Context: an optimization exercise on an open-source flow, tuned for small area. The choices shown serve that exercise and are no tape-out recipe. The RTL was checked by simulation tests, not by an equivalence proof against the original design. Power is estimated from default activity; no workload was simulated.

Design main, start of the top module:
module main (clk, rst, zeroLevel, mediaLevel, highLevel ,sp512, sn512, sn64, sp8, sn1, sinput, szero,sck,cs,miso,mosi);
    input clk, rst, zeroLevel, mediaLevel, highLevel;
    output wire sp512, sn512, sinput, szero;
    output reg sn64,sp8, sn1;
    input wire sck;
    input wire cs;
    output wire miso;
    input wire mosi;
    localparam W = 14;
    wire p0, p1, p2, p122, p126, p247;
    wire tick;
    wire ft;
    wire ru;
    reg act;
    wire sRD  = act && rundownreg;
    wire sN64 = act && sn64;
    wire sP8  = act && sp8;
    wire sN1  = act && sn1;
    reg rundownreg;
    wire start;
    wire isrunup;
    wire runupw;
    wire modestN, modestP;
    wire rdown;
    reg [W-1:0] pwmNB, pwmPB;
    wire [2:0] nrun;
    reg [2:0] stNrun;
    reg [W-1:0] stpwmNB, stpwmPB;
    reg [11:0] strundown;
    reg [7:0]  stN64;
    reg [7:0]  stP8;
    reg [7:0]  stN1;
    reg [11:0] trundown;
    reg [7:0]  tN64;
    reg [7:0]  tP8;
    reg [7:0]  tN1;
    reg [2:0]  error;
    wire [2:0] nplc;
    wire sgrundown;
    wire startRise;
    reg [1:0] vcnt;
    wire valid = vcnt[1];
    wire [W-1:0] stpwmPA;
    function [W-1:0] tfun;
        input [2:0] n;
        integer i, j;
        reg [W-1:0] t;
        begin
            for(i = 0; i < W; i = i + 1) begin
                tfun[i] = 1'b0;
                for(j = 0; j < 8; j = j + 1) begin
                    t = j * 2000;
                    if(t[i] && n == j)
                        tfun[i] = 1'b1;
                end
            end
        end
    endfunction
    wire [W-1:0] nruns = tfun(stNrun);
    genvar gi;
    wire [W:0] brw;
    assign brw[0] = 1'b0;
    generate
        for(gi = 0; gi < W; gi = gi + 1) begin : sub
            assign stpwmPA[gi] = nruns[gi] ^ stpwmPB[gi] ^ brw[gi];
            assign brw[gi+1] = (!nruns[gi] && (stpwmPB[gi] || brw[gi])) || (stpwmPB[gi] && brw[gi]);
        end
    endgenerate
    assign ru = (start && !ft) || sinput || (rdown && (ft || nrun == 3'd0))
              || (szero && ft && nrun == 3'd0);
    assign isrunup = ru;
    assign sp512 = isrunup? runupw: rundownreg;
    assign sgrundown = rdown && (nrun != 3'd0);
    clkgen tb0(.clk(clk), .rst(rst), .tick(tick), .ft(ft), .p0(p0), .p1(p1), .p2(p2), .p122(p122), .p126(p126), .p247(p247));
  ...
Size in the first run: about 780 cells after synthesis, ~16 I/O pins, ~9300 sq um of cells after synthesis.
clock: 10.0 ns
lec_check: 0
cap_margin: 20
core_margin: 2
core_utilization: 60
slew_margin: 20
standard.sh (not shown) runs the stock make flow with config.mk's settings and CLKGATE_MAP_FILE= SYNTH_SCRIPT=/design/flow/synth_recipe.tcl, a recipe that flattens the netlist after the stock synthesis.
==> flow/flow/run.sh <==
#!/bin/bash
# Layout: the standard flow (standard.sh, standard synthesis unchanged)
# with settings of its own, passed to ORFS through the environment:
#  - clock tree synthesis: no dummy loads, clkbuf_16 leaf buffers, small
#    root and tree buffers (the design has large timing slack)
#  - port buffering: every input and output port still gets a buffer, a buf_1
# The make output goes to standard.log here; ORFS keeps its per-step logs
# under orfs/logs.
set -euo pipefail
export CTS_ARGS="-sink_clustering_enable -repair_clock_nets -dont_use_dummy_load -sink_clustering_size 30 -sink_clustering_max_diameter 100 -buf_list sky130_fd_sc_hd__clkbuf_16 -root_buf sky130_fd_sc_hd__clkbuf_2 -tree_buf sky130_fd_sc_hd__clkbuf_2"
export BUFFER_PORTS_ARGS="-buffer_cell sky130_fd_sc_hd__buf_1"
bash standard.sh > standard.log 2>&1
Change:
--- a/flow/design.v
+++ b/flow/design.v
@@ -1,11 +1,10 @@
-module clkgen (clk, rst, tick, ft, p0, p1, p2, p122, p126, p247);
+module clkgen (clk, rst, tick, p0, p1, p2, p122, p126, p247);
     input clk, rst;
     output wire tick;
-    output wire ft;      
     output wire p0, p1, p2, p122, p126, p247;
     reg [7:0] ph;
     reg [6:0] ms;
     function [7:0] phnext;
         input [7:0] s;
         phnext = {s[6:0], s[7] ^ s[5] ^ s[4] ^ s[3]};
     endfunction
@@ -14,15 +13,14 @@
         msnext = {s[5:0], s[6] ^ s[5]};
     endfunction
     localparam [7:0] PH0 = 8'h01;
     localparam [6:0] MS0 = 7'h01;
     wire r100k = (ph == PH(249));
     assign tick = r100k && (ms == MS(49));
     assign p0 = (ph == PH(0));
-    assign ft = p0 && (ms == MS(50));
     assign p1 = (ph == PH(1));
     assign p2 = (ph == PH(2));
     assign p122 = (ph == PH(122));
     assign p126 = (ph == PH(126));
     assign p247 = (ph == PH(247));
     always @(posedge clk or negedge rst)
     begin
@@ -248,17 +246,15 @@
     input wire sck;
     input wire cs;
     output wire miso;
     input wire mosi;
     localparam W = 14;
     wire p0, p1, p2, p122, p126, p247;
     wire tick;
-    wire ft;
-    wire ru;
-    reg act;
+    reg ru, act;
     wire sRD  = act && rundownreg;
     wire sN64 = act && sn64;
     wire sP8  = act && sp8;
     wire sN1  = act && sn1;
     reg rundownreg;
     wire start;
     wire isrunup;
@@ -305,20 +301,18 @@
     assign brw[0] = 1'b0;
     generate
         for(gi = 0; gi < W; gi = gi + 1) begin : sub
             assign stpwmPA[gi] = nruns[gi] ^ stpwmPB[gi] ^ brw[gi];
             assign brw[gi+1] = (!nruns[gi] && (stpwmPB[gi] || brw[gi])) || (stpwmPB[gi] && brw[gi]);
         end
     endgenerate
-    assign ru = (start && !ft) || sinput || (rdown && (ft || nrun == 3'd0))
-              || (szero && ft && nrun == 3'd0);
     assign isrunup = ru;
     assign sp512 = isrunup? runupw: rundownreg;
     assign sgrundown = rdown && (nrun != 3'd0);
-    clkgen tb0(.clk(clk), .rst(rst), .tick(tick), .ft(ft), .p0(p0), .p1(p1), .p2(p2), .p122(p122), .p126(p126), .p247(p247));
+    clkgen tb0(.clk(clk), .rst(rst), .tick(tick), .p0(p0), .p1(p1), .p2(p2), .p122(p122), .p126(p126), .p247(p247));
     siggen gen(.clk(clk),.en(tick),.rst(rst),.npl(nplc),.zero(szero),.runup(sinput),.start(start),.startRise(startRise),.nrun(nrun),.rdown(rdown));
     pwmgen pwmN(.clk(clk), .rst(rst), .enable(sinput), .mode(!mediaLevel), .p0(p0), .p2(p2), .p122(p122), .p126(p126), .p247(p247), .pwm(sn512), .modest(modestN));
     pwmgen pwmP(.clk(clk), .rst(rst), .enable(sinput), .mode(highLevel), .p0(p0), .p2(p2), .p122(p122), .p126(p126), .p247(p247), .pwm(runupw), .modest(modestP));
     spi aaa(.stpwmNB(stpwmNB), .stpwmPA(stpwmPA), .stpwmPB(stpwmPB), .strundown(strundown),
             .stN64(stN64), .stP8(stP8), .stN1(stN1), .valid(valid), .sck(sck), .cs(cs),.mosi(mosi), .miso(miso), .error(error), .nplc(nplc), .msclk(clk), .rst(rst));
     always @(posedge clk or negedge rst)
     begin
@@ -374,30 +368,35 @@
             tP8 <= tP8 + (p8Enter || p8Count);
             tN1 <= tN1 + (n1Enter || n1Count);
         end
     end
     always @(posedge clk or negedge rst)
     begin
         if(!rst) begin
+            ru <= 1'b0;
             act <= 1'b0;
             sn64 <= 1'b0;
             sp8 <= 1'b0;
             sn1 <= 1'b0;
             rundownreg  <= 1'b1;
             error <= 3'b0;
         end
         else if(szero) begin
             sn1 <= 1'b0;
             sp8 <= 1'b0;
             sn64 <= 1'b0;
             rundownreg <= 1'b0;
+            ru <= 1'b0;
             act <= 1'b0;
         end
         else begin
+            if(!ru && !act && start)
+                ru <= 1'b1;
             if(ru && sgrundown) begin
+                ru <= 1'b0;
                 rundownreg  <= 1'b1;
                 act <= zeroLevel;
                 error <= zeroLevel ? 3'd0 : 3'd1;
             end
             if(sRD) begin
                 if(zeroLevel) begin
                     if(trundown == 12'd4095) begin
The new run completed without violations; clock power barely changes; core utilization increases by 0.27 points; synthesized area increases by 1.7%; via count increases by 4.1%; clock skew decreases by 0.036 ns; final area increases by 1.5%; total power increases by 0.66%; die area increases by 1.7%; cell count increases by 4.6%; routed wire length increases by 3.7%.

==> what the ideal ports hide <==
How much do the figures lean on ideal ports? The routed layouts below were timed once more, with nothing changed but the port constraints. Step 1: set_driving_cell puts a clkbuf_16 on clk and a buf_2 on each other input, an assumption about the parent block. Step 2 also shifts input and output timing later by t, the mid clock arrival at the registers, as if the neighbouring blocks saw the same clock. Slacks: no drivers / after step 1 / after step 2; pairs: no drivers / after step 1.
run | t, ns | setup WS [ns] | worst setup path at the end | worst slew at a driven data input, ns | cell pins on the clock port's net
the first run | 0.663 | 4.661 / 4.661 / 4.661 | register to register | 0.05 | 1
the second run | 0.663 | 4.791 / 4.791 / 4.791 | register to register | 0.04 | 1
After both steps every run listed still meets setup and hold.
